Background: an optimization exercise with open tools, aiming at small area. Do not read the settings as production practice.
In this exercise RTL edits were held to simulation tests only and were not proved equivalent to the original.
No run shown here takes its clock network from TritonCTS; it comes from the design's own scripts or RTL.
No driver is modelled on the clock port, so clock power and skew are understated where the tree is cut down; a real chip needs a root buffer or a tree.
Power and IR drop assume default switching activity.

--- flow/flow/run.sh ---
#!/bin/bash
# Own layout flow: the standard ORFS flow (standard.sh) with
#  - synthesis from flow/synth.tcl (standard synthesis, no adder cells, area abc script),
#  - port buffers of the smallest buffer cell, one tie cell for the constant outputs,
#  - a one-level clock tree built by flow/manual_cts.tcl (ORFS's PRE_CTS_TCL hook):
#    the clock port drives FLOW_CTS_LEAVES buffers, each driving one group of flip-flops.
# make's full output goes to flow_make.log; ORFS keeps each step's log under orfs/logs.
set -euo pipefail
W=$(pwd)
export FLOW_WORK_DIR=$W
export FLOW_FLOW_DIR=$W/flow
export FLOW_CTS_LEAVES=3
export FLOW_CTS_BUF=sky130_fd_sc_hd__clkbuf_16
bash standard.sh \
  SYNTH_SCRIPT=$W/flow/synth.tcl \
  ABC_AREA=1 \
  "BUFFER_PORTS_ARGS=-buffer_cell sky130_fd_sc_hd__buf_1" \
  PRE_CTS_TCL=$W/flow/manual_cts.tcl \
  SKIP_REPAIR_TIE_FANOUT=1 \
  finish > $W/flow_make.log 2>&1
--- flow/flow/area.abc ---
strash
&get -n
&deepsyn -T 60
&put
dch -f
amap
topo
dnsize -c
--- flow/flow/manual_cts.tcl ---
set block [ord::get_db_block]
set db [ord::get_db]
set nleaf $::env(FLOW_CTS_LEAVES)
set master [$db findMaster $::env(FLOW_CTS_BUF)]
set clk [$block findNet clk]
set sinks {}
foreach it [$clk getITerms] {
  set inst [$it getInst]
  set bb [$inst getBBox]
  set x [expr {([$bb xMin] + [$bb xMax]) / 2}]
  set y [expr {([$bb yMin] + [$bb yMax]) / 2}]
  lappend sinks [list $it $x $y]
}
set n [llength $sinks]
puts "manual CTS: $n sinks, $nleaf leaf buffers of [$master getName]"
# split into nleaf groups of nearly equal size: recursively halve the largest
# group along its longer side (by position)
proc split_groups {sinks k} {
  if {$k <= 1} { return [list $sinks] }
  set xs [lmap s $sinks {lindex $s 1}]; set ys [lmap s $sinks {lindex $s 2}]
  set dx [expr {[tcl::mathfunc::max {*}$xs] - [tcl::mathfunc::min {*}$xs]}]
  set dy [expr {[tcl::mathfunc::max {*}$ys] - [tcl::mathfunc::min {*}$ys]}]
  set idx [expr {$dx >= $dy ? 1 : 2}]
  set sorted [lsort -integer -index $idx $sinks]
  set k1 [expr {$k / 2}]; set k2 [expr {$k - $k1}]
  set n [llength $sorted]
  set cut [expr {($n * $k1) / $k}]
  return [concat [split_groups [lrange $sorted 0 [expr {$cut - 1}]] $k1] \
                 [split_groups [lrange $sorted $cut end] $k2]]
}
set groups [split_groups $sinks $nleaf]
for {set g 0} {$g < $nleaf} {incr g} {
  set grp [lindex $groups $g]
  set sx 0; set sy 0
  foreach s $grp { incr sx [lindex $s 1]; incr sy [lindex $s 2] }
  set cx [expr {$sx / [llength $grp]}]
  set cy [expr {$sy / [llength $grp]}]
  set buf [odb::dbInst_create $block $master "clkbuf_leaf_$g"]
  set net [odb::dbNet_create $block "clk_leaf_$g"]
  $net setSigType CLOCK
  foreach s $grp {
    set it [lindex $s 0]
    $it disconnect
    $it connect $net
  }
  foreach it [$buf getITerms] {
    set m [$it getMTerm]
    if {[$m getSigType] eq "POWER" || [$m getSigType] eq "GROUND"} { continue }
    if {[$m getIoType] eq "INPUT"} { $it connect $clk }
    if {[$m getIoType] eq "OUTPUT"} { $it connect $net }
  }
  $buf setLocation $cx $cy
  $buf setPlacementStatus PLACED
  puts "  leaf $g: [llength $grp] sinks at ($cx, $cy)"
}
proc clock_tree_synthesis {args} { puts "clock_tree_synthesis skipped: manual clock tree" }
set_propagated_clock [all_clocks]
--- flow/flow/synth.tcl ---
# The standard synthesis (synth_recipe.tcl, sourced below) with two changes:
#  - no adder-cell extraction (ADDER_MAP_FILE empty), so abc sees all the logic;
#  - abc runs the area script flow/area.abc instead of ORFS's.
# Registers, their names and cell types are those of the standard synthesis.
set ::env(ADDER_MAP_FILE) ""
proc abc {args} {
  set i [lsearch -exact $args -script]
  if {$i >= 0} {
    set args [lreplace $args [expr {$i + 1}] [expr {$i + 1}] $::env(FLOW_FLOW_DIR)/area.abc]
  }
  yosys abc {*}$args
}
source $::env(FLOW_WORK_DIR)/synth_recipe.tcl
--- flow/standard.sh ---
#!/bin/bash
# synth_recipe.tcl (not shown) runs the flow's synth.tcl, then flattens the netlist and writes it again
# the make line also repeats each setting of config.mk as NAME=value (left out here)
make -C /OpenROAD-flow-scripts/flow DESIGN_CONFIG=/design/flow/config.mk WORK_HOME=/design/flow/orfs CLKGATE_MAP_FILE= SYNTH_SCRIPT=/design/flow/synth_recipe.tcl "${@:-finish}"
--- flow/config.mk ---
export PLATFORM = sky130hd
export DESIGN_NAME = top
export DESIGN_NICKNAME = top
export VERILOG_FILES = /design/flow/design.v
export SDC_FILE = /design/flow/constraint.sdc
export NUM_CORES = 4
export LEC_CHECK = 0
export ABC_AREA = 1
export CAP_MARGIN = 20
export CORE_MARGIN = 2
export CORE_UTILIZATION = 65
export SLEW_MARGIN = 20
--- flow/constraint.sdc ---
create_clock -name core_clock -period 15.0 [get_ports {clk}]
set_input_delay 3.0000 -clock core_clock [delete_from_list [all_inputs] [get_ports {clk}]]
set_output_delay 3.0000 -clock core_clock [all_outputs]
set_load 0.01 [all_outputs]
--- flow/design.v ---
module top(
    input clk,
    input push_switch1,
    input push_switch2,
    input push_switch3,
    input push_switch4,
    input push_switch5,
    input push_switch6,
    output [6:0] segment1,
    output [6:0] segment2,
    output [6:0] segment3,
    output [6:0] segment4,
    output [6:0] segment5,
    output [6:0] segment6,
    input dip_switch1,
    input dip_switch2,
    input dip_switch3,
    input dip_switch4,
    input dip_switch5,
    input dip_switch6,
    input dip_switch7,
    input dip_switch8,
    input dip_switch9,
    input dip_switch10,
    output led1_red,
    output led2_yellow,
    output led3_green,
    output led4_red,
    output led5_yellow,
    output led6_green
);
  assign led1_red = 1'b0;
  assign led2_yellow = 1'b0;
  assign led3_green = 1'b0;
  assign led4_red = 1'b0;
  assign led5_yellow = 1'b0;
  assign led6_green = 1'b0;
  wire rst = push_switch6;
  reg r_mode, r_set, r_up, r_down;
  always @(posedge clk) begin
    r_mode <= push_switch1;
    r_set  <= push_switch2;
    r_up   <= push_switch3;
    r_down <= push_switch4;
  end
  reg [6:0] c;           
  reg [1:0] iu;          
  reg       is12;        
  reg [5:0] bc;          
  reg       blink;
  reg [8:0] cnt1;        
  reg [2:0] st;          
  reg [3:0] su;          
  reg [2:0] mt;          
  reg [3:0] mu;          
  reg       pm;          
  reg [3:0] hh;          
  reg [1:0] css;         
  reg       aoff;        
  reg [1:0] ass;         
  reg       has;         
  reg       aon;         
  reg       eq;          
  reg       apm;
  reg [3:0] ahh;
  reg [2:0] amt;
  reg [3:0] amu;
  reg       iu_chg;      
  reg       aon_d;       
  reg       is12_d;
  wire tick  = (c == 7'b1110110);           
  wire pre   = (c == 7'b0111011);           
  wire bterm = (bc == 6'b010011);           
  wire sterm = (cnt1 == 9'b001000011);      
  wire s_up  = pre & r_up & ~r_down;
  wire s_dn  = pre & r_down & ~r_up;
  wire btn   = tick & r_set;
  wire c_set = btn & (iu == 2'd0);
  wire a_set = btn & (iu == 2'd1);
  wire d_set = btn & (iu == 2'd2);
  reg [1:0] iu_n;
  always @* begin
    iu_n = iu;
    if (tick & r_mode) iu_n = {iu == 2'd1, iu == 2'd0};
  end
  function [2:0] t_inc(input [2:0] t);
    t_inc = {t[1], t[0], ~t[2]};
  endfunction
  function [2:0] t_dec(input [2:0] t);
    t_dec = {~t[0], t[2], t[1]};
  endfunction
  function [3:0] u_inc(input [3:0] u);
    u_inc = {u[3] ^ (u[0] & (u[3] | (u[2] & u[1]))), u[2] ^ (u[1] & u[0]),
             u[1] ^ (u[0] & ~u[3]), ~u[0]};
  endfunction
  function [3:0] u_dec(input [3:0] u);
    u_dec = {u[3] ^ (~u[2] & ~u[1] & ~u[0]),
             (u[2] & (u[1] | u[0])) | (u[3] & ~u[0]),
             (u[1] & u[0]) | (u[2] & ~u[1] & ~u[0]) | (u[3] & ~u[0]),
             ~u[0]};
  endfunction
  function [6:0] m_inc(input [6:0] v);
    m_inc = {(v[3] & v[0]) ? t_inc(v[6:4]) : v[6:4], u_inc(v[3:0])};
  endfunction
  function [6:0] m_dec(input [6:0] v);
    m_dec = {(v[3:0] == 4'd0) ? t_dec(v[6:4]) : v[6:4], u_dec(v[3:0])};
  endfunction
  function [4:0] h_inc(input [4:0] v);
    if (v[3] & v[1] & v[0]) h_inc = {~v[4], 4'd0};
    else h_inc = {v[4], v[3] ^ (v[2] & v[1] & v[0]), v[2] ^ (v[1] & v[0]), v[1] ^ v[0], ~v[0]};
  endfunction
  function [4:0] h_dec(input [4:0] v);
    if (v[3:0] == 4'd0) h_dec = {~v[4], 4'd11};
    else h_dec = {v[4], v[3] & (v[2] | v[1] | v[0]), v[2] ^ (~v[1] & ~v[0]), ~(v[1] ^ v[0]), ~v[0]};
  endfunction
  wire c_sec   = (css == 2'd0) & ~c_set & sterm;
  wire c_mcar  = c_sec & st[2] & ~st[1] & su[3] & su[0];
  wire c_hcar  = c_mcar & mt[2] & ~mt[1] & mu[3] & mu[0];
  wire c_mfld  = ((css == 2'd2) & ~is12) | (css == 2'd3);
  wire c_hfld  = ((css == 2'd1) & ~is12) | ((css == 2'd2) & is12);
  wire c_hpm   = (css == 2'd1) & is12;
  wire c_minc  = c_mcar | (s_up & c_mfld);
  wire c_mdec  = s_dn & c_mfld;
  wire c_hinc  = c_hcar | (s_up & c_hfld);
  wire c_hdec  = s_dn & c_hfld;
  wire c_htog  = (s_up | s_dn) & c_hpm;
  wire a_mfld  = ((ass == 2'd2) & ~is12) | (ass == 2'd3);
  wire a_hfld  = ((ass == 2'd1) & ~is12) | ((ass == 2'd2) & is12);
  wire a_hpm   = (ass == 2'd1) & is12;
  wire a_minc  = s_up & a_mfld;
  wire a_mdec  = s_dn & a_mfld;
  wire a_hinc  = s_up & a_hfld;
  wire a_hdec  = s_dn & a_hfld;
  wire a_htog  = (s_up | s_dn) & a_hpm;
  reg [1:0] ass_n;
  always @* begin
    ass_n = ass;
    if (a_set)
      case (ass)
        2'd0: ass_n = 2'd1;
        2'd1: ass_n = 2'd2;
        2'd2: ass_n = is12 ? 2'd3 : 2'd0;
        2'd3: ass_n = 2'd0;
      endcase
  end
  reg [4:0] ah_n;
  reg [6:0] am_n;
  always @* begin
    ah_n = {apm, ahh};
    am_n = {amt, amu};
    if (a_hinc) ah_n = h_inc({apm, ahh});
    if (a_hdec) ah_n = h_dec({apm, ahh});
    if (a_htog) ah_n = {~apm, ahh};
    if (a_minc) am_n = m_inc({amt, amu});
    if (a_mdec) am_n = m_dec({amt, amu});
  end
  always @(posedge clk) begin
    c <= (rst | tick) ? 7'd0 : {c[5:0], ~(c[6] ^ c[5])};
    bc <= (rst | bterm) ? 6'd0 : {bc[4:0], ~(bc[5] ^ bc[4])};
    blink <= rst ? 1'b0 : blink ^ bterm;
    iu <= rst ? 2'd0 : iu_n;
    is12 <= rst ? 1'b0 : is12 ^ d_set;
    aoff <= aon & r_up;
    if (rst) cnt1 <= 9'd0;
    else if (css != 2'd0) cnt1 <= 9'd1;
    else if (sterm) cnt1 <= 9'd0;
    else cnt1 <= {cnt1[7:0], ~(cnt1[8] ^ cnt1[4])};
    if (rst | c_set & (css == 2'd0)) {st, su} <= 7'd0;
    else if (c_sec) {st, su} <= m_inc({st, su});
    if (rst) {mt, mu} <= 7'd0;
    else if (c_minc) {mt, mu} <= m_inc({mt, mu});
    else if (c_mdec) {mt, mu} <= m_dec({mt, mu});
    if (rst) {pm, hh} <= 5'd0;
    else if (c_hinc) {pm, hh} <= h_inc({pm, hh});
    else if (c_hdec) {pm, hh} <= h_dec({pm, hh});
    else if (c_htog) pm <= ~pm;
    if (rst) css <= 2'd0;
    else if (c_set)
      case (css)
        2'd0: css <= 2'd1;
        2'd1: css <= 2'd2;
        2'd2: css <= is12 ? 2'd3 : 2'd0;
        2'd3: css <= 2'd0;
      endcase
    aon <= rst ? 1'b0 : (aon | (has & eq)) & ~aoff;
    ass <= rst ? 2'd0 : ass_n;
    has <= rst ? 1'b0 : ((has | a_set) & ~((ass_n == 2'd0) & r_up));
    {apm, ahh} <= rst ? 5'd0 : ah_n;
    {amt, amu} <= rst ? 7'd0 : am_n;
    eq <= ({pm, hh} == ah_n) & ({mt, mu} == am_n);
    iu_chg <= tick & r_mode;
    aon_d <= aon;
    is12_d <= is12;
  end
  function [6:0] seg(input [3:0] d);
    seg = {d[3] | d[1] | ~(d[2] ^ d[0]),
           ~d[2] | ~(d[1] ^ d[0]),
           d[2] | ~d[1] | d[0],
           d[3] | (~d[2] & ~d[0]) | (d[1] & ~d[0]) | (~d[2] & d[1]) | (d[2] & ~d[1] & d[0]),
           ~d[0] & (~d[2] | d[1]),
           d[3] | (~d[1] & ~d[0]) | (d[2] & ~d[1]) | (d[2] & ~d[0]),
           d[3] | (d[2] ^ d[1]) | (d[1] & ~d[0])};
  endfunction
  function [6:0] segt(input [2:0] t);
    segt = {~(t[1] ^ t[0]), ~t[2] | t[1], t[2] | ~t[1], ~(t[1] ^ t[0]),
            ~t[2] & ~(t[1] ^ t[0]), ~t[0], t[1] | t[2]};
  endfunction
  wire       sa = (iu_n == 2'd1);
  wire       sd = (iu_n == 2'd2);
  wire       Hp = sa ? apm : pm;
  wire [3:0] Hh = sa ? ahh : hh;
  wire [2:0] Mt = sa ? amt : mt;
  wire [3:0] Mu = sa ? amu : mu;
  wire [2:0] St = sa ? 3'd0 : st;
  wire [3:0] Su = sa ? 4'd0 : su;
  wire iu_d0 = iu_chg ? (iu == 2'd1) : (iu == 2'd0);
  wire iu_d1 = iu_chg ? (iu == 2'd2) : (iu == 2'd1);
  wire b1 = blink & (sa ? ((ass == 2'd1) & iu_d1) : (((css == 2'd1) & iu_d0) | aon_d));
  wire b2 = blink & (sa ? ((ass == 2'd2) & iu_d1) : (((css == 2'd2) & iu_d0) | aon_d));
  wire b3 = blink & (sa ? ((ass == 2'd3) & iu_d1) : (((css == 2'd3) & iu_d0) | aon_d));
  wire dash = sa & ~has;
  reg [1:0] h24t;
  reg [3:0] h24u;
  always @* begin
    case ({Hp, Hh})
      5'd0:  {h24t, h24u} = {2'd0, 4'd0};
      5'd1:  {h24t, h24u} = {2'd0, 4'd1};
      5'd2:  {h24t, h24u} = {2'd0, 4'd2};
      5'd3:  {h24t, h24u} = {2'd0, 4'd3};
      5'd4:  {h24t, h24u} = {2'd0, 4'd4};
      5'd5:  {h24t, h24u} = {2'd0, 4'd5};
      5'd6:  {h24t, h24u} = {2'd0, 4'd6};
      5'd7:  {h24t, h24u} = {2'd0, 4'd7};
      5'd8:  {h24t, h24u} = {2'd0, 4'd8};
      5'd9:  {h24t, h24u} = {2'd0, 4'd9};
      5'd10: {h24t, h24u} = {2'd1, 4'd0};
      5'd11: {h24t, h24u} = {2'd1, 4'd1};
      5'd16: {h24t, h24u} = {2'd1, 4'd2};
      5'd17: {h24t, h24u} = {2'd1, 4'd3};
      5'd18: {h24t, h24u} = {2'd1, 4'd4};
      5'd19: {h24t, h24u} = {2'd1, 4'd5};
      5'd20: {h24t, h24u} = {2'd1, 4'd6};
      5'd21: {h24t, h24u} = {2'd1, 4'd7};
      5'd22: {h24t, h24u} = {2'd1, 4'd8};
      5'd23: {h24t, h24u} = {2'd1, 4'd9};
      5'd24: {h24t, h24u} = {2'd2, 4'd0};
      5'd25: {h24t, h24u} = {2'd2, 4'd1};
      5'd26: {h24t, h24u} = {2'd2, 4'd2};
      5'd27: {h24t, h24u} = {2'd2, 4'd3};
      default: {h24t, h24u} = {2'd0, 4'd0};
    endcase
  end
  wire       h12t = Hh[3] & Hh[1];
  wire [3:0] h12u = {Hh[3] & ~Hh[1], Hh[2], Hh[1] & ~Hh[3], Hh[0]};
  wire [6:0] d1 = is12_d ? (Hp ? 7'b1100111 : 7'b1110111) : seg({2'b00, h24t});
  wire [6:0] d2 = is12_d ? 7'b0000000 : seg(h24u);
  wire [6:0] d3 = segt(is12_d ? {2'b00, h12t} : Mt);
  wire [6:0] d4 = seg(is12_d ? h12u : Mu);
  wire [6:0] d5 = segt(is12_d ? Mt : St);
  wire [6:0] d6 = seg(is12_d ? Mu : Su);
  function [6:0] pick(input sd, input dash, input [6:0] dc, input blank, input [6:0] d);
    pick = sd ? dc : dash ? 7'b0000001 : blank ? 7'b0000000 : d;
  endfunction
  assign segment1 = pick(sd, dash, 7'b0111101, b1, d1);
  assign segment2 = pick(sd, dash, 7'b1001110, b1, d2);
  assign segment3 = pick(sd, dash, 7'b0000000, b2, d3);
  assign segment4 = pick(sd, dash, 7'b0000000, b2, d4);
  assign segment5 = pick(sd, dash, 7'b0000000, b3, d5);
  assign segment6 = pick(sd, dash, 7'b0000000, b3, d6);
endmodule
==> results of run 1 <==
==> worst paths after layout <==
path / start / cells past startpoint / slack (ns) / endpoint
min: aon / 0 / 0.37 / aon_d
max: c[6] / 17 / 7.52 / segment4[0]
max reg2reg: css[0] / 18 / 11.00 / pm
min reg2reg: aon / 0 / 0.37 / aon_d
==> where the power goes <==
part / switching [uW] / total, uW / internal (uW)
registers: 1.13 / 194 / 193
clock network: 48.2 / 84.9 / 36.7
logic: 5.07 / 6.91 / 1.85
total: 54.3 / 286 / 232
==> cell usage after synthesis, drive strengths merged, types with 2 or more instances <==
master  number
o21a         6
a31o         2
o21bai       5
a211oi      14
a31oi        5
nor2       114
or3          3
or2          5
a311oi       3
buf          8
nand4        3
clkinv      83
nand3       11
nand2       39
nor4         3
a22o         2
a221oi       4
o21ai       38
a22oi        2
o22ai       32
nor3        17
or4          3
a21oi       26
o32ai        3
and3         4
dfxtp       72
nor2b       14
o22a         2
o211ai       3
a222oi       3
==> cell type report <==
type / instances / area (um2) / share of cell area (%)
buffer: 3 / 75.1 / 1.85
inverter: 83 / 312 / 7.69
multi-input combinational: 373 / 1940 / 47.9
sequential: 72 / 1440 / 35.6
tap: 72 / 90.1 / 2.22
timing repair buffer: 49 / 191 / 4.73
==> flip-flops by register name (all words and copies together) (netlist names), 2 cells and up <==
name  cells
cnt1      9
c         7
bc        6
ahh       4
amu       4
hh        4
mu        4
su        4
amt       3
mt        3
st        3
ass       2
css       2
iu        2
==> logic make-up (layout without fill, tap and decap cells) <==
logic type             count (synthesis)  in the layout  share of synthesized area (%)
and+or+nand+nor                      216            216                           25.0
AOI/OAI and AO/OA                    156            156                           26.6
buffers and inverters                 91            135                           9.90
DFF                                   72             72                           38.4
other                                  1              1                         0.0999
==> critical path, cell delays in order, from the launching register on <==
cell	delay [ns]
dfxtp_1	0.36
clkinv_1	0.09
nor4_1	0.53
nand2_1	0.21
clkinv_1	0.12
o22ai_1	0.11
nor2_1	0.10
buf_4	0.21
clkinv_1	0.48
o22ai_1	0.54
clkinv_1	0.29
o22ai_1	0.30
nor2_1	0.11
or2_0	0.25
nor2_1	0.18
nand2_1	0.08
a31o_1	0.23
buf_1	0.12
==> layer usage <==
layer | wire (um) | vias to the layer above | GRT usage (%)
met3 | 571 | 23 | 1.36
met1 | 4080 | 1707 | 39.0
met5 | 0 | - | 0
met4 | 221 | 0 | 8.47
met2 | 4190 | 152 | 51.2
li1 | - | 1954 | -
==> per-stage QoR <==
stage                     hold slack, ns  power (uW)  cells  instance area, um2  worst slack (ns)
after floorplan                    0.345         204    536                3750              8.11
after global placement             0.356         205    649                3970              7.83
after detailed placement           0.362         206    649                3970              7.80
after CTS                          0.370         286    652                4050              7.58
after global routing               0.388         295    652                4050              7.13
final                              0.367         286    652                4050              7.52
==> run summary, run 1 <==
status timing/DRC/antenna clean; Core Util, Final 73.1%; fin crit share 49.9%; post-synthesis sequential area ratio 38.4%; Port-buffer cells 47; post-DR vias/cell 5.88; most common cell after layout, fill and taps aside nor2_1; Worst Skew 0.00902 ns; hold crit path type reg -> reg; largest net degree at the start of global routing 38; HPWL Detailed 7.03 mm; RSZ-0062 raised after global routing false; yosys warns 1; hold buffers post-CTS 0; Req. time, crit path 12.00 ns; ANT cells 0; synth top area cells dfxtp_1 38%, nor2_1 11%, clkinv_1 8.3%; most frequent cells in the layout 114 x nor2_1, 83 x clkinv_1, 72 x dfxtp_1, 47 x buf_1, 39 x nand2_1; grt ovf 0; synthesized area 3750 um2; synthesis-stage register bit count 72; Clock Latency Late Sink 0.16 ns; number of global-route vias before repair 3564; post-CTS setup buffers 0; Critical Setup Path Class reg -> out; Synth Instances 536; Synth Flop Type dfxtp_1; DRT Pass-1 Iters 6; post-layout minimum cycle time 7.48 ns; EDFF count, synth 0; CP Data Arrival Time 4.48 ns; clock slew at reported path FFs 0.10 ns; Filler cells 455; CORE AREA 5540 um2; fin. max-slew vios 0; Max Freq 0.134 GHz; Setup Total Neg Slack 0 ns; Post-DRT Antenna Nets 0; Final Hold Viols 0; DRT Wirelength 9.06 mm; Initial Utilization 67.7%; element type at the critical path end primary output; first-pass GRT wire length 15.5 mm; VDD IR max 0.0868 mV; residual DRC count 0; worst-path maximum fanout 21; PwrDens 70.7 nW/um2; Synth cell types 37; syn nets 553; Yosys top cell area share 38.4%; antenna violations before repair 0; GP Congestion 0.864; worst-margin pin slew 0.826 ns; Static Leak 0.00134 uW; syn_area_per_cell 7.00 um2; routed via count 3836; Die H 80.0 um; die width 80.0 um; area grow syn2layout 7.90%; Rows 27; maxcap violations 0; Post-synth ARST share 0%; IO Pins 65; Max-Slew Margin vs Limit 44.4%; nets 599; element type at the critical path start register; Tot GR Track Use 29.2%; endpoints failing setup 0; Die Area 6400 um2; Post-CTS Resized 0; Yosys top cell by area dfxtp_1; per-cell routed wire length 13.9 um; layout cell share with drive strength beyond 1 0.862%; DR iter-0 viols 233
==> inputs of run 2 (changes only) <==
--- a/flow/flow/run.sh
+++ b/flow/flow/run.sh
@@ -1,6 +1,7 @@
 #!/bin/bash
 # Own layout flow: the standard ORFS flow (standard.sh) with
-#  - synthesis from flow/synth.tcl (standard synthesis, no adder cells, area abc script),
+#  - synthesis from flow/synth.tcl (standard synthesis, no adder cells, area abc script
+#    tried with the deepsyn seeds in FLOW_ABC_SEEDS, smallest result kept),
 #  - port buffers of the smallest buffer cell, one tie cell for the constant outputs,
 #  - a one-level clock tree built by flow/manual_cts.tcl (ORFS's PRE_CTS_TCL hook):
 #    the clock port drives FLOW_CTS_LEAVES buffers, each driving one group of flip-flops.
@@ -9,6 +10,7 @@
 W=$(pwd)
 export FLOW_WORK_DIR=$W
 export FLOW_FLOW_DIR=$W/flow
+export FLOW_ABC_SEEDS="0 1 2 3"
 export FLOW_CTS_LEAVES=3
 export FLOW_CTS_BUF=sky130_fd_sc_hd__clkbuf_16
 bash standard.sh \
==> flow/flow/area.abc (replaced) <==
strash
&get -n
&deepsyn -T 60 -S @SEED@
&put
dch -f
amap
topo
dnsize -c
==> flow/flow/synth.tcl (replaced) <==
# The standard synthesis (synth_recipe.tcl, sourced below) with two changes:
#  - no adder-cell extraction (ADDER_MAP_FILE empty), so abc sees all the logic;
#  - the final abc mapping runs the area script flow/area.abc with each of the
#    seeds in FLOW_ABC_SEEDS and keeps the smallest result.
# Registers, their names and cell types are those of the standard synthesis.
set ::env(ADDER_MAP_FILE) ""
proc abc {args} {
  set i [lsearch -exact $args -script]
  set lib [lindex $args [expr {[lsearch -exact $args -liberty] + 1}]]
  set tmp $::env(FLOW_WORK_DIR)/abc_tmp
  file mkdir $tmp
  set fh [open $::env(FLOW_FLOW_DIR)/area.abc r]; set tmpl [read $fh]; close $fh
  yosys design -save my_pre_abc
  set best ""
  foreach seed $::env(FLOW_ABC_SEEDS) {
    yosys design -load my_pre_abc
    set sc $tmp/area_$seed.abc
    set fh [open $sc w]; puts -nonewline $fh [string map [list @SEED@ $seed] $tmpl]; close $fh
    set a [lreplace $args [expr {$i + 1}] [expr {$i + 1}] $sc]
    yosys abc {*}$a
    yosys tee -q -o $tmp/stat_$seed.txt stat -liberty $lib
    set fh [open $tmp/stat_$seed.txt r]; set st [read $fh]; close $fh
    regexp {Chip area for module[^:]*:\s*([0-9.]+)} $st -> area
    puts "abc seed $seed: area $area"
    if {$best eq "" || $area < $best} {
      set best $area
      yosys design -save my_best_abc
    }
  }
  puts "abc: keeping area $best"
  yosys design -load my_best_abc
}
source $::env(FLOW_WORK_DIR)/synth_recipe.tcl
==> run summary, run 2 <==
status timing/DRC/antenna clean; Core Util, Final 73.1% (about the same); hold buffers post-CTS 0 (unchanged); fin. max-slew vios 0 (unchanged); residual DRC count 0 (unchanged); grt ovf 0 (unchanged); VDD IR max 0.0810 mV (-6.7%); post-DR vias/cell 5.99 (+1.9%); Largest Register cnt1; Filler cells 460 (+1.1%); Synth cell types 37 (unchanged); maxcap violations 0 (unchanged); critical path cell sequence clkinv_1, nor4_1, nand2_1, clkinv_1, o22ai_1, nor2_1, buf_4, clkinv_1, o22ai_1, clkinv_1, nor2_1, clkinv_1, nand2_1, nand2_1, a21oi_1, nor3_1, a2111oi_0, a21oi_1, o21ai_0, buf_1; most common cell after layout, fill and taps aside nor2_1; endpoints failing setup 0 (unchanged); Commonest cells post-synth 107 x nor2_1, 78 x clkinv_1, 72 x dfxtp_1; CP peak stage delay 0.58 ns (+0.04 ns); layout cell share with drive strength beyond 1 0.873% (+0.011 points); EDFF count, synth 0 (unchanged); Max-Slew Margin vs Limit 49.3% (+4.9 points); DRT Wirelength 9.09 mm (+0.30%); die width 79.7 um (-0.32%); routed via count 3866 (+0.78%); DR iter-0 viols 232 (-0.43%); Rows 27 (unchanged); Initial Utilization 67.7% (about the same); IO Pins 65 (unchanged); Die H 79.7 um (-0.32%); synthesis-stage register bit count 72 (unchanged); RSZ-0062 raised after global routing false; Max Freq 0.127 GHz (-5.2%); Post-DRT Antenna Nets 0 (unchanged); GP Congestion 1.00 (+16%); Port-buffer cells 47 (unchanged); number of global-route vias before repair 3263 (-8.4%); clock slew at reported path FFs 0.08 ns (-0.02 ns); HPWL Detailed 6.98 mm (-0.64%); ANT cells 0 (unchanged); post-synthesis sequential area ratio 38.7% (+0.26 points); Crit path top cell by count clkinv_1; Post-synth ARST share 0% (unchanged); Clock Latency Late Sink 0.16 ns (about the same); yosys warns 1 (unchanged); max reg flops 9 (unchanged); post-CTS setup buffers 0 (unchanged); Post-CTS Resized 0 (unchanged); Setup Total Neg Slack 0 ns (unchanged); area grow syn2layout 7.96% (about the same); antenna violations before repair 0 (unchanged); element type at the critical path end primary output; element type at the critical path start register; Synth Instances 529 (-1.3%); Tot GR Track Use 27.9% (-1.3 points); Static Leak 0.00133 uW (-1.4%); Crit path buffers/inverters 7 (+1); Yosys top cell by area dfxtp_1; nets 592 (-1.2%); Req. time, crit path 12.00 ns (about the same); syn nets 546 (-1.3%); post-layout minimum cycle time 7.89 ns (+0.410 ns); synthesized area 3730 um2 (-0.67%); largest net degree at the start of global routing 36 (-5.3%); Worst Skew 0.0158 ns (+0.00682 ns); most frequent cells in the layout 107 x nor2_1, 78 x clkinv_1, 72 x dfxtp_1, 47 x buf_1, 37 x o21ai_0; worst-margin pin slew 0.754 ns (-0.0721 ns); Synth Flop Type dfxtp_1; fin crit share 52.6% (+2.7 points); slowest CP cell o22ai_1; worst-path maximum fanout 18 (-14%); Die Area 6360 um2 (-0.64%); CORE AREA 5510 um2 (-0.61%); PwrDens 71.2 nW/um2 (+0.68%); Critical Setup Path Class reg -> out; cell with the most instances after synthesis nor2_1; CP Data Arrival Time 4.89 ns (+0.41 ns); hold crit path type reg -> reg; syn_area_per_cell 7.05 um2 (+0.65%); synth top area cells dfxtp_1 39%, nor2_1 11%, clkinv_1 7.9%; Largest regs cnt1: 9 flops, c: 7 flops, bc: 6 flops; Final Hold Viols 0 (unchanged); first-pass GRT wire length 14.6 mm (-5.6%); per-cell routed wire length 14.1 um (+1.4%); DRT Pass-1 Iters 5 (-1); Yosys top cell area share 38.7% (+0.26 points); Top Family by Delay on Critical Path compound AO/OA/AOI/OAI gates
## run 2: cell count changes after synthesis, moves of 3 or more
| cell | before | now |
|---|---|---|
| nand2_1 | 39 | 31 |
| a31oi_1 | 5 | 12 |
| nor2_1 | 114 | 107 |
| clkinv_1 | 83 | 78 |
| nand3_1 | 11 | 16 |
| nor3_1 | 17 | 22 |
| o21a_1 | 6 | 1 |
| o21bai_1 | 5 | 0 |
| a222oi_1 | 3 | 0 |
| a311oi_1 | 3 | 0 |
| and3_1 | 4 | 7 |
| o22ai_1 | 32 | 35 |
| or2_0 | 5 | 8 |
## run 2: worst paths after layout
| path | startpoint | endpoint | slack [ns] | cells past startpoint |
|---|---|---|---|---|
| max | c[6] | segment2[6] | 7.11 | 20 |
| min | aon | aon_d | 0.37 | 0 |
| max reg2reg | r_up | eq | 11.12 | 13 |
| min reg2reg | aon | aon_d | 0.37 | 0 |
## run 2: cells by family (layout without fill, tap and decap cells)
kind of cell | count (synthesis) | in the layout | synth area share, %
AO/OA/AOI/OAI | 151 | 151 | 25.5
buffers and inverters | 86 | 130 | 9.47
flip-flops | 72 | 72 | 38.7
other | 1 | 1 | 0.101
AND/OR/NAND/NOR | 219 | 219 | 26.3
## run 2: routing by layer
layer  up-vias  share of wire [%]  track usage, %
li1       1956                  -               -
met1      1745                 46            38.3
met2       152                 46            48.3
met3        13                6.2            2.49
met4         0                1.5            5.17
met5         -                  0               0
## run 2: final cells by class
| cell class | instances | area (um2) | share of cell area [%] |
|---|---|---|---|
| Timing Repair Buffer | 49 | 191 | 4.76 |
| Tap cell | 72 | 90.1 | 2.24 |
| Multi-Input combinational cell | 371 | 1930 | 48.0 |
| Buffer | 3 | 75.1 | 1.87 |
| Inverter | 78 | 293 | 7.28 |
| Sequential cell | 72 | 1440 | 35.8 |
## run 2: power by group
group	leakage [uW]	switching (uW)	internal (uW)
registers	0.000584	1.47	193
logic	0.000705	5.23	1.91
clock network	0.0000370	47.8	36.7
total	0.00133	54.5	232
## run 2: metrics by stage
stage	std cells	power, uW	setup slack, ns	hold WS (ns)	instance area [um2]
2_1_floorplan	529	204	8.06	0.345	3730
3_3_place_gp	642	206	7.45	0.355	3950
3_5_place_dp	642	206	7.43	0.365	3950
4_1_cts	645	287	7.21	0.377	4020
5_1_grt	645	294	6.62	0.387	4020
6_report	645	286	7.11	0.374	4020
==> inputs of run 3 (changes only) <==
--- a/flow/design.v
+++ b/flow/design.v
@@ -68,10 +68,10 @@
   reg       iu_chg;      
   reg       aon_d;       
   reg       is12_d;
-  wire tick  = (c == 7'b1110110);           
-  wire pre   = (c == 7'b0111011);           
-  wire bterm = (bc == 6'b010011);           
-  wire sterm = (cnt1 == 9'b001000011);      
+  wire tick  = (c == 7'b0001001);           
+  wire pre   = (c == 7'b1000100);           
+  wire bterm = (bc == 6'b101100);           
+  wire sterm = (cnt1 == 9'b110111100);      
   wire s_up  = pre & r_up & ~r_down;
   wire s_dn  = pre & r_down & ~r_up;
   wire btn   = tick & r_set;
@@ -155,16 +155,16 @@
     if (a_mdec) am_n = m_dec({amt, amu});
   end
   always @(posedge clk) begin
-    c <= (rst | tick) ? 7'd0 : {c[5:0], ~(c[6] ^ c[5])};
-    bc <= (rst | bterm) ? 6'd0 : {bc[4:0], ~(bc[5] ^ bc[4])};
+    c <= (rst | tick) ? 7'h7f : {c[5:0], c[6] ^ c[5]};
+    bc <= (rst | bterm) ? 6'h3f : {bc[4:0], bc[5] ^ bc[4]};
     blink <= rst ? 1'b0 : blink ^ bterm;
     iu <= rst ? 2'd0 : iu_n;
     is12 <= rst ? 1'b0 : is12 ^ d_set;
     aoff <= aon & r_up;
-    if (rst) cnt1 <= 9'd0;
-    else if (css != 2'd0) cnt1 <= 9'd1;
-    else if (sterm) cnt1 <= 9'd0;
-    else cnt1 <= {cnt1[7:0], ~(cnt1[8] ^ cnt1[4])};
+    if (rst) cnt1 <= 9'h1ff;
+    else if (css != 2'd0) cnt1 <= 9'h1fe;
+    else if (sterm) cnt1 <= 9'h1ff;
+    else cnt1 <= {cnt1[7:0], cnt1[8] ^ cnt1[4]};
     if (rst | c_set & (css == 2'd0)) {st, su} <= 7'd0;
     else if (c_sec) {st, su} <= m_inc({st, su});
     if (rst) {mt, mu} <= 7'd0;
==> run summary, run 3 <==
Max Freq 0.109 GHz (-14%); post-CTS setup buffers 0 (unchanged); element type at the critical path start register; dpl ws 6.24 ns (-1.19 ns); CORE AREA 5510 um2 (unchanged); switch share 19.4% (+0.36 points); IO Pins 65 (unchanged); cell with the most instances after synthesis nor2_1; hold_ws 0.402 ns (+0.0275 ns); layout cell share with drive strength beyond 1 0.699% (-0.17 points); Tot GR Track Use 30.2% (+2.2 points); r2r startpoint c[4]; Static Leak 0.00131 uW (-1.6%); Critical Setup Path Class reg -> out; Yosys top cell area share 38.8% (+0.10 points); worst setup path startpoint c[4]; RSZ-0062 raised after global routing false; max reg flops 9 (unchanged); fin crit share 61.1% (+8.4 points); Rows 27 (unchanged); VDD IR max 0.0761 mV (-6.0%); Die Area 6340 um2 (-0.25%); grt ovf 0 (unchanged); Commonest cells post-synth 110 x nor2_1, 77 x clkinv_1, 72 x dfxtp_1; slowest CP cell clkinv_1; Design Power 288 uW (+0.54%); nets 591 (-0.17%); number of global-route vias before repair 3405 (+4.4%); worst-margin pin slew 1.08 ns (+0.329 ns); PnR worst setup slack 5.84 ns (-1.27 ns); post-DR vias/cell 6.05 (+0.88%); EDFF count, synth 0 (unchanged); DRT Pass-1 Iters 5 (unchanged); clock slew at reported path FFs 0.10 ns (+0.02 ns); Synth Instances 529 (unchanged); Post-DRT Antenna Nets 0 (unchanged); Die H 79.6 um (-0.13%); Initial Utilization 67.5% (-0.18 points); Req. time, crit path 12.00 ns (about the same); Logic pwr share 2.4% (about the same); Setup Total Neg Slack 0 ns (unchanged); Max-Slew Margin vs Limit 27.6% (-22 points); Synth cell types 36 (-2.7%); die width 79.6 um (-0.13%); status timing/DRC/antenna clean; fin. max-slew vios 0 (unchanged); Synth Flop Type dfxtp_1; PwrDens 71.9 nW/um2 (+0.98%); most frequent cells in the layout 110 x nor2_1, 77 x clkinv_1, 72 x dfxtp_1, 47 x buf_1, 36 x nand2_1; ANT cells 0 (unchanged); Post-synth ARST share 0% (unchanged); synth top area cells dfxtp_1 39%, nor2_1 11%, clkinv_1 7.8%; Clock Latency Late Sink 0.16 ns (about the same); syn_area_per_cell 7.03 um2 (-0.27%); largest net degree at the start of global routing 44 (+22%); first-pass GRT wire length 15.6 mm (+7.1%); GP Congestion 0.911 (-9.1%); area grow syn2layout 7.78%; Largest Register cnt1; Min-Delay Startpoint aoff; worst-path maximum fanout 21 (+3); element type at the critical path end primary output; endpoints failing setup 0 (unchanged); critical path cell sequence or2_0, nor4_1, nand2_1, clkinv_1, o22ai_1, nor2_1, clkinv_1, o22ai_1, clkinv_1, o32ai_1, clkinv_1, nor2_1, or2_0, nor2_1, o32ai_1, buf_1; maxcap violations 0 (unchanged); Post-CTS Resized 0 (unchanged); synthesized area 3720 um2 (-0.27%); Final Hold Viols 0 (unchanged); Worst Skew 0.0109 ns (-0.00490 ns); HPWL Detailed 7.22 mm (+3.4%); DRT Wirelength 9.56 mm (+5.2%); yosys warns 1 (unchanged); per-cell routed wire length 14.9 um (+5.4%); Net Sw Power 55.8 uW (+2.5%); DR iter-0 viols 389 (+68%); part of the power in the clock network 30.0% (+0.5 points); Port-buffer cells 47 (unchanged); routed via count 3894 (+0.72%); Filler cells 477 (+3.7%); Pint 232 uW (about the same); Largest regs cnt1: 9 flops, c: 7 flops, bc: 6 flops; post-layout minimum cycle time 9.16 ns (+1.27 ns); Crit path top cell by count clkinv_1; syn nets 546 (unchanged); Sequential Power Share 67.6% (-0.4 points); CP peak stage delay 0.90 ns (+0.32 ns); synthesis-stage register bit count 72 (unchanged); most common cell after layout, fill and taps aside nor2_1; hold buffers post-CTS 0 (unchanged); CP Data Arrival Time 6.16 ns (+1.27 ns); post-synthesis sequential area ratio 38.8% (+0.10 points); hold crit path type reg -> reg; Yosys top cell by area dfxtp_1; antenna violations before repair 0 (unchanged); residual DRC count 0 (unchanged)
==> run 3: changes by cell type after synthesis, moves of 6 or more <==
cell,previous run,this run
nor2b_1,13,6
a21oi_1,25,31
or3_1,4,13
nand3_1,16,9
or2_0,8,15
and3_1,7,1
==> run 3: worst paths after layout <==
| check | slack [ns] | cells after the start | to |
|---|---|---|---|
| min reg2reg | 0.40 | 1 | aon |
| min | 0.40 | 1 | aon |
| max | 5.84 | 16 | segment4[0] |
| max reg2reg | 10.57 | 18 | eq |
==> run 3: power by group through the flow <==
stage / sequential (uW) / clock, uW / combinational (uW)
6_report: 195 / 86.5 / 6.81
3_3_place_gp: 199 / 0 / 6.59
3_5_place_dp: 199 / 0 / 6.76
5_1_grt: 195 / 94.1 / 7.71
2_1_floorplan: 199 / 0 / 4.78
4_1_cts: 195 / 87.9 / 6.79
==> run 3: through the flow <==
step                cells  util, %  instance area (um2)
global route          644     72.8                 4010
detailed placement    641     71.4                 3930
CTS                   644     72.8                 4010
global placement      641     71.4                 3930
finish                644     72.8                 4010
floorplan             529        -                 3720
==> run 3: cell type report <==
cell class                      count  area [um2]  area share, %
Buffer                              3        75.1           1.87
Timing Repair Buffer               48         184           4.59
Tap cell                           72        90.1           2.25
Sequential cell                    72        1440           36.0
Multi-Input combinational cell    372        1930           48.1
Inverter                           77         289           7.21
==> run 3: kinds of logic after synthesis <==
| family | share of synthesized area (%) |
|---|---|
| AO/OA/AOI/OAI | 25.1 |
| buffers and inverters | 9.39 |
| flip-flops | 38.8 |
| other | 0.101 |
| AND/OR/NAND/NOR | 26.7 |
==> run 3: per-layer routing <==
metal / global-route usage [%] / vias up / wire, um
met5: 0 / - / 0
met4: 5.34 / 0 / 143
met3: 2.15 / 12 / 828
met2: 51.4 / 184 / 4310
met1: 42.4 / 1751 / 4280
li1: - / 1947 / -
==> run 3: critical path, delay by kind of cell, from the launching register on <==
family | cells | cell delay (ns)
flops | 1 | 0.31
compound gates | 4 | 1.50
simple gates | 7 | 2.51
buf+inv | 5 | 1.68
==> inputs of run 4 (changes only) <==
--- a/flow/flow/run.sh
+++ b/flow/flow/run.sh
@@ -12,7 +12,7 @@
 export FLOW_FLOW_DIR=$W/flow
 export FLOW_ABC_SEEDS="0 1 2 3"
 export FLOW_CTS_LEAVES=3
-export FLOW_CTS_BUF=sky130_fd_sc_hd__clkbuf_16
+export FLOW_CTS_BUF=sky130_fd_sc_hd__buf_12
 bash standard.sh \
   SYNTH_SCRIPT=$W/flow/synth.tcl \
   ABC_AREA=1 \
--- a/flow/config.mk
+++ b/flow/config.mk
@@ -9,4 +9,5 @@
 export CAP_MARGIN = 20
 export CORE_MARGIN = 2
 export CORE_UTILIZATION = 65
+export GPL_TIMING_DRIVEN = 0
 export SLEW_MARGIN = 20
==> run summary, run 4 <==
status timing/DRC/antenna clean; VDD IR max 0.0862 mV (+13%); cell with the most instances after synthesis nor2_1; Largest regs cnt1: 9 flops, c: 7 flops, bc: 6 flops; element type at the critical path end primary output; Critical Setup Path Class reg -> out; die width 79.6 um (unchanged); hold buffers post-CTS 0 (unchanged); Top Family by Delay on Critical Path simple AND/OR/NAND/NOR gates; most common cell after layout, fill and taps aside nor2_1; DRT Wirelength 9.77 mm (+2.2%); CP peak stage delay 0.78 ns (-0.12 ns); Filler cells 464 (-2.7%); Die Area 6340 um2 (unchanged); Initial Utilization 67.5% (unchanged); routed via count 3960 (+1.7%); maxcap violations 0 (unchanged); largest net degree at the start of global routing 44 (unchanged); area grow syn2layout 8.89%; fin. max-slew vios 0 (unchanged); Worst Skew 0.0130 ns (+0.00205 ns); Synth Flop Type dfxtp_1; antenna violations before repair 0 (unchanged); Max Freq 0.114 GHz (+4.9%); syn_area_per_cell 7.03 um2 (unchanged); worst-path maximum fanout 21 (unchanged); Final Hold Viols 0 (unchanged); RSZ-0062 raised after global routing false; syn nets 546 (unchanged); grt ovf 0 (unchanged); endpoints failing setup 0 (unchanged); Max-Slew Margin vs Limit 38.2% (+11 points); fin crit share 58.2% (-2.8 points); clock slew at reported path FFs 0.11 ns (about the same); per-cell routed wire length 15.0 um (+1.1%); Rows 27 (unchanged); critical path cell sequence or2_0, nor4_1, nand2_1, clkinv_1, o22ai_1, nor2_2, clkinv_1, o22ai_1, nor2_1, nor2_1, nor2_1, o21ai_0, a21oi_1, o21ai_0, clkinv_1, nor2_1, nor2_1, a211oi_1, buf_1; dpl ws 6.11 ns (-0.129 ns); synth top area cells dfxtp_1 39%, nor2_1 11%, clkinv_1 7.8%; yosys warns 1 (unchanged); Yosys top cell area share 38.8% (unchanged); post-layout minimum cycle time 8.74 ns (-0.426 ns); element type at the critical path start register; CP Data Arrival Time 5.74 ns (-0.42 ns); Die H 79.6 um (unchanged); Synth Instances 529 (unchanged); GP Congestion 0.899 (-1.3%); Post-synth ARST share 0% (unchanged); synthesis-stage register bit count 72 (unchanged); post-synthesis sequential area ratio 38.8% (unchanged); residual DRC count 0 (unchanged); synthesized area 3720 um2 (unchanged); IO Pins 65 (unchanged); Post-DRT Antenna Nets 0 (unchanged); HPWL Detailed 7.32 mm (+1.5%); number of global-route vias before repair 3550 (+4.3%); Synth cell types 36 (unchanged); Port-buffer cells 47 (unchanged); DR iter-0 viols 362 (-6.9%); PnR worst setup slack 6.26 ns (+0.426 ns); FF-to-FF path depth 18 (unchanged); DRT Pass-1 Iters 5 (unchanged); ANT cells 0 (unchanged); Crit path top cell by count nor2_1; PwrDens 70.6 nW/um2 (-1.8%); nets 598 (+1.2%); layout cell share with drive strength beyond 1 2.25% (+1.5 points); Tot GR Track Use 31.4% (+1.3 points); slowest CP cell clkinv_1; post-CTS setup buffers 0 (unchanged); worst-margin pin slew 0.919 ns (-0.164 ns); Yosys top cell by area dfxtp_1; max reg flops 9 (unchanged); Static Leak 0.00133 uW (+2.3%); first-pass GRT wire length 16.2 mm (+3.8%); most frequent cells in the layout 109 x nor2_1, 77 x clkinv_1, 72 x dfxtp_1, 46 x buf_1, 36 x nand2_1; post-DR vias/cell 6.08 (+0.60%); Crit path buffers/inverters 4 (-1); Setup Total Neg Slack 0 ns (unchanged); Clock Latency Late Sink 0.14 ns (-0.02 ns); Core Util, Final 73.5% (+0.75 points); Hold Crit Depth 0 (-1); R2R Setup Slk 10.51 ns (-0.06 ns); Stages on worst setup path 19 (+3); EDFF count, synth 0 (unchanged); Post-CTS Resized 0 (unchanged); hold crit path type reg -> reg; Req. time, crit path 12.00 ns (about the same); Commonest cells post-synth 110 x nor2_1, 77 x clkinv_1, 72 x dfxtp_1; CORE AREA 5510 um2 (unchanged); Largest Register cnt1
## run 4: path summary, 6_finish.rpt
path | start | end
max | c[4] | segment2[4]
min | aon | aon_d
max reg2reg | c[4] | eq
min reg2reg | aon | aon_d
## run 4: kinds of logic (layout without fill, tap and decap cells)
logic type / count (synthesis) / count (layout) / share of synthesized area, %
compound gates: 149 / 149 / 25.1
buf+inv: 85 / 135 / 9.39
flops: 72 / 72 / 38.8
other cells: 1 / 1 / 0.101
simple gates: 222 / 222 / 26.7
## run 4: where the power goes
part | internal (uW) | switching [uW]
logic | 2.88 | 5.13
clock network | 32.6 | 50.4
registers | 193 | 1.36
## run 4: through the flow
stage	power (uW)	std cells	area, um2	hold slack (ns)
detailed placement	207	648	3990	0.373
global placement	207	648	3980	0.373
global route	294	651	4050	0.401
CTS	286	651	4050	0.390
floorplan	203	529	3720	0.345
finish	286	651	4050	0.389
## run 4: area by class of cell
type	count	area, um2	share of cell area, %
sequential	72	1440	35.6
inverter	77	289	7.14
multi-input combinational	372	1930	47.7
buffer	11	120	2.97
tap	72	90.1	2.23
timing repair buffer	47	178	4.39
## run 4: metal layers
| layer | up-vias | global-route usage, % | routed length [um] |
|---|---|---|---|
| met5 | - | 0 | 0 |
| met4 | 0 | 7.76 | 229 |
| met3 | 25 | 2.38 | 787 |
| met2 | 182 | 52.1 | 4360 |
| met1 | 1793 | 44.5 | 4390 |
| li1 | 1960 | - | - |
==> inputs of run 5 (changes only) <==
--- a/flow/config.mk
+++ b/flow/config.mk
@@ -9,5 +9,4 @@
 export CAP_MARGIN = 20
 export CORE_MARGIN = 2
 export CORE_UTILIZATION = 65
-export GPL_TIMING_DRIVEN = 0
 export SLEW_MARGIN = 20
==> run summary, run 5 <==
status timing/DRC/antenna clean; grt ovf 0 (unchanged); most common cell after layout, fill and taps aside nor2_1; Core Util, Final 72.5% (-1.0 points); Critical Setup Path Class reg -> out; Max Freq 0.110 GHz (-3.5%); hold buffers post-CTS 0 (unchanged); RSZ-0062 raised after global routing false; DR iter-0 viols 351 (-3.0%); Worst Skew 0.0145 ns (+0.00147 ns); critical path cell sequence or2_0, nor4_1, nand2_1, clkinv_1, o22ai_1, nor2_1, clkinv_1, o22ai_1, nor2_1, nor2_1, nor2_1, o21ai_0, a21oi_1, o21ai_0, clkinv_1, nor2_1, nor2_1, a211oi_1, buf_1; IO Pins 65 (unchanged); per-cell routed wire length 14.7 um (-2.2%); DRT Wirelength 9.45 mm (-3.3%); layout cell share with drive strength beyond 1 0.699% (-1.5 points); fin. max-slew vios 0 (unchanged); Yosys top cell area share 38.8% (unchanged); Commonest cells post-synth 110 x nor2_1, 77 x clkinv_1, 72 x dfxtp_1; Rows 27 (unchanged); DRT Pass-1 Iters 5 (unchanged); GP Congestion 0.911 (+1.3%); hold crit path type reg -> reg; crit path capture segment2[4]; Post-DRT Antenna Nets 0 (unchanged); Synth Instances 529 (unchanged); worst setup path startpoint c[4]; routed via count 3912 (-1.2%); clock slew at reported path FFs 0.11 ns (about the same); Setup Total Neg Slack 0 ns (unchanged); most frequent cells in the layout 110 x nor2_1, 77 x clkinv_1, 72 x dfxtp_1, 47 x buf_1, 36 x nand2_1; endpoints failing setup 0 (unchanged); die width 79.6 um (unchanged); post-synthesis sequential area ratio 38.8% (unchanged); Largest regs cnt1: 9 flops, c: 7 flops, bc: 6 flops; element type at the critical path end primary output; syn nets 546 (unchanged); Initial Utilization 67.5% (unchanged); Largest Register cnt1; yosys warns 1 (unchanged); Crit path top cell by count nor2_1; post-CTS setup buffers 0 (unchanged); Req. time, crit path 12.00 ns (about the same); Port-buffer cells 47 (unchanged); Die Area 6340 um2 (unchanged); reg-to-reg endpoint eq; worst-path maximum fanout 21 (unchanged); Static Leak 0.00130 uW (-2.9%); residual DRC count 0 (unchanged); worst-margin pin slew 1.08 ns (+0.160 ns); HPWL Detailed 7.22 mm (-1.4%); syn_area_per_cell 7.03 um2 (unchanged); largest net degree at the start of global routing 44 (unchanged); Synth cell types 36 (unchanged); first-pass GRT wire length 15.5 mm (-4.6%); Max-Slew Margin vs Limit 27.8% (-10 points); synthesis-stage register bit count 72 (unchanged); Yosys top cell by area dfxtp_1; r2r startpoint c[4]; Synth Flop Type dfxtp_1; element type at the critical path start register; Clock Latency Late Sink 0.14 ns (about the same); Die H 79.6 um (unchanged); Design Power 284 uW (-0.53%); nets 591 (-1.2%); PwrDens 71.2 nW/um2 (+0.87%); post-layout minimum cycle time 9.05 ns (+0.319 ns); R2R Setup Slk 10.58 ns (+0.07 ns); CP peak stage delay 0.88 ns (+0.10 ns); area grow syn2layout 7.37%; CORE AREA 5510 um2 (unchanged); maxcap violations 0 (unchanged); slowest CP cell clkinv_1; VDD IR max 0.0743 mV (-14%); CP Data Arrival Time 6.05 ns (+0.31 ns); FF-to-FF path depth 18 (unchanged); ANT cells 0 (unchanged); max reg flops 9 (unchanged); post-DR vias/cell 6.07 (-0.14%); Post-CTS Resized 0 (unchanged); antenna violations before repair 0 (unchanged); synth top area cells dfxtp_1 39%, nor2_1 11%, clkinv_1 7.8%; synthesized area 3720 um2 (unchanged); cell with the most instances after synthesis nor2_1; Post-synth ARST share 0% (unchanged); fin crit share 60.4% (+2.1 points); EDFF count, synth 0 (unchanged); Tot GR Track Use 29.8% (-1.6 points); Final Hold Viols 0 (unchanged); number of global-route vias before repair 3398 (-4.3%)
run 5: cell count changes in the layout (fill, tap and decap cells not counted):
cell    delta
buf_4      -7
buf_1      +1
buf_2      -1
nor2_1     +1
nor2_2     -1
run 5: where the power goes:
group | switching, uW | internal, uW | total [uW]
clock network | 50.2 | 32.6 | 82.8
logic | 4.79 | 2.01 | 6.80
registers | 1.32 | 193 | 195
total | 56.3 | 228 | 284
run 5: area by class of cell:
type                    count  area (um2)
plain buffers               3        60.1
fillers                   474        1520
inverters                  77         289
multi-input cells         372        1930
flip-flops and latches     72        1440
well taps                  72        90.1
repair buffers             48         184
run 5: cells by family after synthesis:
family / synth area share (%)
simple gates: 26.7
compound gates: 25.1
buf+inv: 9.39
flops: 38.8
other cells: 0.101
run 5: per-layer routing:
layer	track usage [%]	routed length (um)	up-vias
met5	0	0	-
met2	50.7	4200	185
met3	1.92	800	16
met4	5.69	174	0
met1	42.0	4280	1765
li1	-	-	1946
run 5: worst min path at each step:
stage	depth (start not counted)	endpoint	slack, ns	startpoint
2_1_floorplan	0	aon_d	0.34	aon
5_1_grt	0	aon_d	0.41	aon
3_3_place_gp	0	aon_d	0.37	aon
6_report	0	aon_d	0.40	aon
4_1_cts	0	aon_d	0.40	aon
3_5_place_dp	0	aon_d	0.37	aon
run 5: stage by stage:
stage          hold slack (ns)  instance area [um2]  instances  worst slack (ns)
2_1_floorplan            0.345                 3720        529              7.58
3_3_place_gp             0.372                 3930        641              6.33
3_5_place_dp             0.373                 3930        641              6.24
4_1_cts                  0.395                 3990        644              6.05
5_1_grt                  0.414                 3990        644              5.31
6_report                 0.402                 3990        644              5.95
run 5: worst max-delay path, delay by kind of cell (launching register included):
kind	cells	cell delay [ns]
AND/OR/NAND/NOR	9	2.64
AO/OA/AOI/OAI	6	1.66
buffers and inverters	4	1.32
flip-flops	1	0.31

port drivers added, routing unchanged:
The results above use ideal ports. As a check the final layouts listed here were re-extracted and re-timed, cells and wires unchanged.
Step 1: set_driving_cell puts a clkbuf_16 on clk and a buf_2 on each other input, an assumption about the parent block.
Step 2 adds t to the input delays and takes it off the output delays; t is the mean of the earliest and latest rising clock arrival at the registers after step 1. Input paths then give back, and output paths get back, about the clock's delay inside the block.
Slacks: no drivers / after step 1 / after step 2; pairs: no drivers / after step 1.
run	t (ns)	setup WS [ns]	worst setup path after step 2
run 1	0.218	7.516 / 7.452 / 7.671	register to output
run 2	0.210	7.107 / 7.048 / 7.258	register to output
run 3	0.220	5.839 / 5.776 / 5.996	register to output
run 4	0.202	6.265 / 6.196 / 6.398	register to output
run 5	0.204	5.946 / 5.874 / 6.078	register to output
After both steps setup and hold are still met in every run listed.
